Context: an optimization exercise on an open-source flow, tuned for small area, a short achievable clock period and few clock cycles. The choices shown serve that exercise and are no tape-out recipe. Only simulation tests tie the RTL to the original design; equivalence was not proved. No activity file was given, so power comes from the tool's default toggle rates.

== the previous run ==
## qr_decode
module qr_decode(
    input clk,
    input srstn,
    input qr_decode_start,
    input sram_rdata,
    output [11:0] sram_raddr,
    output reg decode_valid,
    output reg [7:0] decode_jis8_code,
    output reg qr_decode_finish
  );
For scale: roughly 200 cells after synthesis, roughly 34 flip-flops, about 26 I/O pins, about 1600 sq um of cells after synthesis.
==> module qr_decode, before the edit <==
module qr_decode(
    input clk,
    input srstn,
    input qr_decode_start,
    input sram_rdata,
    output [11:0] sram_raddr,
    output reg decode_valid,
    output reg [7:0] decode_jis8_code,
    output reg qr_decode_finish
  );
  reg [4:0] r, c;       
  reg R1, R2;           
  reg [2:0] m;          
  reg [2:0] b;          
  reg [4:0] nb;         
  reg hdr;              
  assign sram_raddr = {1'b0, r, 1'b0, c};
  wire fmt = ~c[4] & ~c[3];
  wire up = c[1];
  wire at_top = c[4] ? (~r[4] & ~r[2] & ~r[1]) : ~(r[4] | r[3] | r[2] | r[1] | r[0]);   
  wire at_bot = r[4] & r[3];                                                           
  wire turn = c[0] & (up ? at_top : at_bot);
  wire sk6 = ~r[4] & ~r[3] & r[2] & r[0] & ~(r[1] ^ up);                  
  wire al_up = c[4] & ~c[2] & up & r[4] & ~r[1] & r[0];                   
  wire al_dn = c[4] & ~c[2] & ~up & ~r[4] & r[2] & r[1] & r[0];           
  wire al = al_up | al_dn;
  wire x = sk6 | al;
  wire [3:0] d = r[3:0] ^ {4{up}};
  wire t1 = d[0], t2 = d[1] & d[0], t3 = d[2] & t2, t4 = d[3] & t3;      
  wire [4:0] rt = {t4 | al, t3 | al, t2 & ~x, t1 | x, ~x};                
  wire rowmove = ~fmt & c[0] & ~turn;
  wire [4:0] frow = {{3{fmt & c[2]}}, 1'b0, fmt & c[2]};                   
  wire [4:0] nr = r ^ (rowmove ? rt : frow);
  wire alc = ~c[4] & c[2] & c[1] & r[4] & ~r[3] & ~(r[2] & r[1]) & (r[2] | r[1] | r[0]);
  wire hold = c[0] & (turn | alc);
  wire [3:1] e = c[3:1] ^ {3{~c[0]}};
  wire [4:0] tc = {e[3] & e[2] & e[1], e[2] & e[1], e[1], 1'b1, 1'b1};   
  wire [4:0] tf = c[2] ? 5'b10011 : c[0] ? 5'b00111 : {4'b0, qr_decode_start};
  wire [4:0] tcol = fmt ? tf : hold ? {4'b0, ~alc} : tc;
  wire [4:0] nc = c ^ tcol;
  wire R0 = ~R1 & ~R2;
  wire rdn = up ^ sk6;
  wire nR1 = fmt ? 1'b0 : (rowmove & ~al) ? (rdn ? R2 : R0) : R1;
  wire nR2 = fmt ? 1'b0 : (rowmove & ~al) ? (rdn ? R0 : R1) : R2;
  wire C0 = (~c[0] & ~c[1] & c[3]) | (~c[0] & c[1] & ~c[2]) | (c[0] & c[1] & c[2] & ~c[4]) | (c[0] & ~c[1] & c[2] & ~c[3]);
  wire C1 = (c[0] & ~c[1] & c[3]) | (~c[0] & c[1] & c[2] & c[4]) | (c[0] & c[1] & ~c[2] & c[4]) | (~c[0] & ~c[1] & ~c[2] & ~c[3]);
  wire C2 = ~C0 & ~C1;
  wire C3o = (c[1] & c[2] & ~c[3]) | (~c[1] & ~c[2] & ~c[3]) | (c[0] & c[1] & c[3]) | (c[0] & ~c[1] & ~c[3]);   
  wire a = r[0] & c[0];
  wire s = r[0] ^ c[0];
  wire q0 = R0 | C0;
  wire q1 = (R1 & C1) | (R2 & C2);
  wire z3 = (R0 & C0) | (R1 & C2) | (R2 & C1);
  reg mk;
  always @* begin
    case (m ^ 3'b101)
      3'd0: mk = ~s;
      3'd1: mk = ~r[0];
      3'd2: mk = C0;
      3'd3: mk = z3;
      3'd4: mk = ~(r[1] ^ C3o);
      3'd5: mk = ~a & q0;
      3'd6: mk = ~(a ^ q1);
      default: mk = ~(s ^ q1);
    endcase
  end
  wire bit_in = sram_rdata ^ mk;
  wire last_bit = (b == 3'd7);
  always @(posedge clk) begin
    if (~srstn) begin
      r <= 5'd8;
      c <= 5'd2;
      hdr <= 1'b1;
      decode_valid <= 1'b0;
      qr_decode_finish <= 1'b0;
    end else begin
      r <= nr;
      c <= nc;
      if (~fmt && b == 3'd0) hdr <= 1'b0;    
      decode_valid <= ~hdr & last_bit;
      qr_decode_finish <= ~hdr & ((last_bit & (nb == 5'd1)) | (nb == 5'd0));
    end
    R1 <= nR1;
    R2 <= nR2;
    if (fmt) m <= {m[1:0], sram_rdata};
    b <= fmt ? 3'd3 : b + 3'd1;           
    if (hdr) nb <= decode_jis8_code[4:0];   
    else if (last_bit) nb <= nb - 5'd1;
    decode_jis8_code <= {decode_jis8_code[6:0], bit_in};
  end
endmodule
Settings: LEC_CHECK=0, CAP_MARGIN=20, CORE_MARGIN=2, CORE_UTILIZATION=45, SLEW_MARGIN=20; clock period 9.0 ns.
standard.sh (not shown) runs the stock make flow with config.mk's settings and CLKGATE_MAP_FILE= SYNTH_SCRIPT=/design/flow/synth_recipe.tcl, a recipe that flattens the netlist after the stock synthesis.
==> flow/flow/run.sh <==
#!/bin/bash
# ORFS layout of the design with three changes to how it is made (the
# constraints are unchanged):
#  - synthesis maps the logic with an area-oriented ABC script and without
#    half/full-adder extraction (registers are mapped exactly as before);
#  - ports are buffered with buf_2 instead of the slow delay buffer;
#  - timing repair aims for more setup slack than the clock period needs.
set -euo pipefail
rm -rf myscripts
cp -r "$FLOW_HOME/scripts" myscripts
printf 'strash\ndch -f\namap\ntopo\n' > myscripts/abc_speed.script
export SCRIPTS_DIR="$PWD/myscripts"
export ADDER_MAP_FILE=
export BUFFER_PORTS_ARGS="-buffer_cell sky130_fd_sc_hd__buf_2"
export SETUP_SLACK_MARGIN=6.3
bash standard.sh > standard.log 2>&1
Testbench counts of the previous run, summed over its fixed seeds: cycles 15,800.
Setup changes, the previous run to the current run
==> flow/design.v <==
module qr_decode(
    input clk,
    input srstn,
    input qr_decode_start,
    input sram_rdata,
    output [11:0] sram_raddr,
    output reg decode_valid,
    output reg [7:0] decode_jis8_code,
    output reg qr_decode_finish
  );
  reg [4:0] r, c;       
  reg R1, R2;           
  reg [2:0] m;          
  reg [2:0] b;          
  reg [4:0] nb;         
  reg hdr;              
  assign sram_raddr = {1'b0, r, 1'b0, c};
  wire fmt = ~c[4] & ~c[3];
  wire up = c[1];
  wire at_top = c[4] ? (~r[4] & ~r[2] & ~r[1]) : ~(r[4] | r[3] | r[2] | r[1] | r[0]);   
  wire at_bot = r[4] & r[3];                                                           
  wire turn = c[0] & (up ? at_top : at_bot);
  wire sk6 = ~r[4] & ~r[3] & r[2] & r[0] & ~(r[1] ^ up);                  
  wire al_up = c[4] & ~c[2] & up & r[4] & ~r[3] & r[2] & ~r[1] & r[0];     
  wire al_dn = c[4] & ~c[2] & ~up & ~r[4] & r[3] & r[2] & r[1] & r[0];    
  wire al = al_up | al_dn;
  wire x = sk6 | al;
  wire [3:0] d = r[3:0] ^ {4{up}};
  wire t1 = d[0], t2 = d[1] & d[0], t3 = d[2] & t2, t4 = d[3] & t3;      
  wire [4:0] rt = {t4 | al, t3 | al, t2 & ~x, t1 | x, ~x};                
  wire rowmove = ~fmt & c[0] & ~turn;
  wire [4:0] frow = {{3{fmt & c[2]}}, 1'b0, fmt & c[2]};                   
  wire [4:0] nr = r ^ (rowmove ? rt : frow);
  wire alc = ~c[4] & c[3] & c[2] & c[1] & c[0] & r[4] & ~r[3] & ~(r[2] & r[1]) & (r[2] | r[1] | r[0]);
  wire hold = c[0] & (turn | alc);
  wire [3:1] e = c[3:1] ^ {3{~c[0]}};
  wire [4:0] tc = {e[3] & e[2] & e[1], e[2] & e[1], e[1], 1'b1, 1'b1};   
  wire [4:0] tf = c[2] ? 5'b10011 : c[0] ? 5'b00111 : {4'b0, qr_decode_start};
  wire [4:0] tcol = fmt ? tf : hold ? {4'b0, ~alc} : tc;
  wire [4:0] nc = c ^ tcol;
  wire R0 = ~R1 & ~R2;
  wire rdn = up ^ sk6;
  wire nR1 = fmt ? 1'b0 : (rowmove & ~al) ? (rdn ? R2 : R0) : R1;
  wire nR2 = fmt ? 1'b0 : (rowmove & ~al) ? (rdn ? R0 : R1) : R2;
  wire C0 = (~c[0] & ~c[1] & c[3]) | (~c[0] & c[1] & ~c[2]) | (c[0] & c[1] & c[2] & ~c[4]) | (c[0] & ~c[1] & c[2] & ~c[3]);
  wire C1 = (c[0] & ~c[1] & c[3]) | (~c[0] & c[1] & c[2] & c[4]) | (c[0] & c[1] & ~c[2] & c[4]) | (~c[0] & ~c[1] & ~c[2] & ~c[3]);
  wire C2 = ~C0 & ~C1;
  wire C3o = (c[1] & c[2] & ~c[3]) | (~c[1] & ~c[2] & ~c[3]) | (c[0] & c[1] & c[3]) | (c[0] & ~c[1] & ~c[3]);   
  wire a = r[0] & c[0];
  wire s = r[0] ^ c[0];
  wire q0 = R0 | C0;
  wire q1 = (R1 & C1) | (R2 & C2);
  wire z3 = (R0 & C0) | (R1 & C2) | (R2 & C1);
  reg mk;
  always @* begin
    case (m ^ 3'b101)
      3'd0: mk = ~s;
      3'd1: mk = ~r[0];
      3'd2: mk = C0;
      3'd3: mk = z3;
      3'd4: mk = ~(r[1] ^ C3o);
      3'd5: mk = ~a & q0;
      3'd6: mk = ~(a ^ q1);
      default: mk = ~(s ^ q1);
    endcase
  end
  wire bit_in = sram_rdata ^ mk;
  wire last_bit = (b == 3'd7);
  always @(posedge clk) begin
    if (~srstn) begin
      r <= 5'd8;
      c <= 5'd2;
      hdr <= 1'b1;
      decode_valid <= 1'b0;
      qr_decode_finish <= 1'b0;
    end else begin
      r <= nr;
      c <= nc;
      if (~fmt && b == 3'd0) hdr <= 1'b0;    
      decode_valid <= ~hdr & last_bit;
      qr_decode_finish <= ~hdr & ((last_bit & (nb == 5'd1)) | (nb == 5'd0));
    end
    R1 <= nR1;
    R2 <= nR2;
    if (fmt) m <= {m[1:0], sram_rdata};
    b <= fmt ? 3'd3 : b + 3'd1;           
    if (hdr) nb <= decode_jis8_code[4:0];   
    else if (last_bit) nb <= nb - 5'd1;
    decode_jis8_code <= {decode_jis8_code[6:0], bit_in};
  end
endmodule
### Flow results
- Number of hold buffers added after cts came out exactly the same in the previous run and the current run.
- | post-route standard cell area excluding fillers | the previous run vs the current run | ≈ equal |
- Lower fraction of area in non-clock buffers among the previous run and the current run: the current run
- The current run: global-route wire length before repair lower than the previous run
- The previous run has a lower fmax than the current run.
- On power spent charging and discharging nets, the current run does worse than the previous run.
- Number of standard cells after synthesis, the current run vs the previous run: up slightly
- The number of distinct library cell variants in the gate-level netlist after synthesis in the current run sits 1 above the value recorded for the previous run.
- Compared with the previous run, the current run shows non-clock buffer count lower by 5.
Testbench counts of the current run, summed over its fixed seeds: cycles 15,800.

-- what the ideal ports hide --
No port has a modelled driver above. Below, the same layouts with a new extraction and two added sets of constraints. Step 1 sets driving cells, clkbuf_16 on the clock port and buf_2 on the other inputs (assumed; they add their load-dependent delay and slew). Step 2 also shifts input and output timing later by t, the mid clock arrival at the registers, as if the neighbouring blocks saw the same clock. Slacks: no drivers / after step 1 / after step 2; pairs: no drivers / after step 1.
run | shift t [ns] | slack for setup (ns) | slew at the worst register clock pin (ns)
the previous run | 0.355 | 6.277 / 6.254 / 6.218 | 0.11 / 0.11
the current run | 0.308 | 6.326 / 6.299 / 6.107 | 0.07 / 0.07
After both steps every run listed still meets setup and hold. For the current run, which loses most, drivers alone change the setup slack by -0.027 ns; drivers and shift together by -0.219 ns.
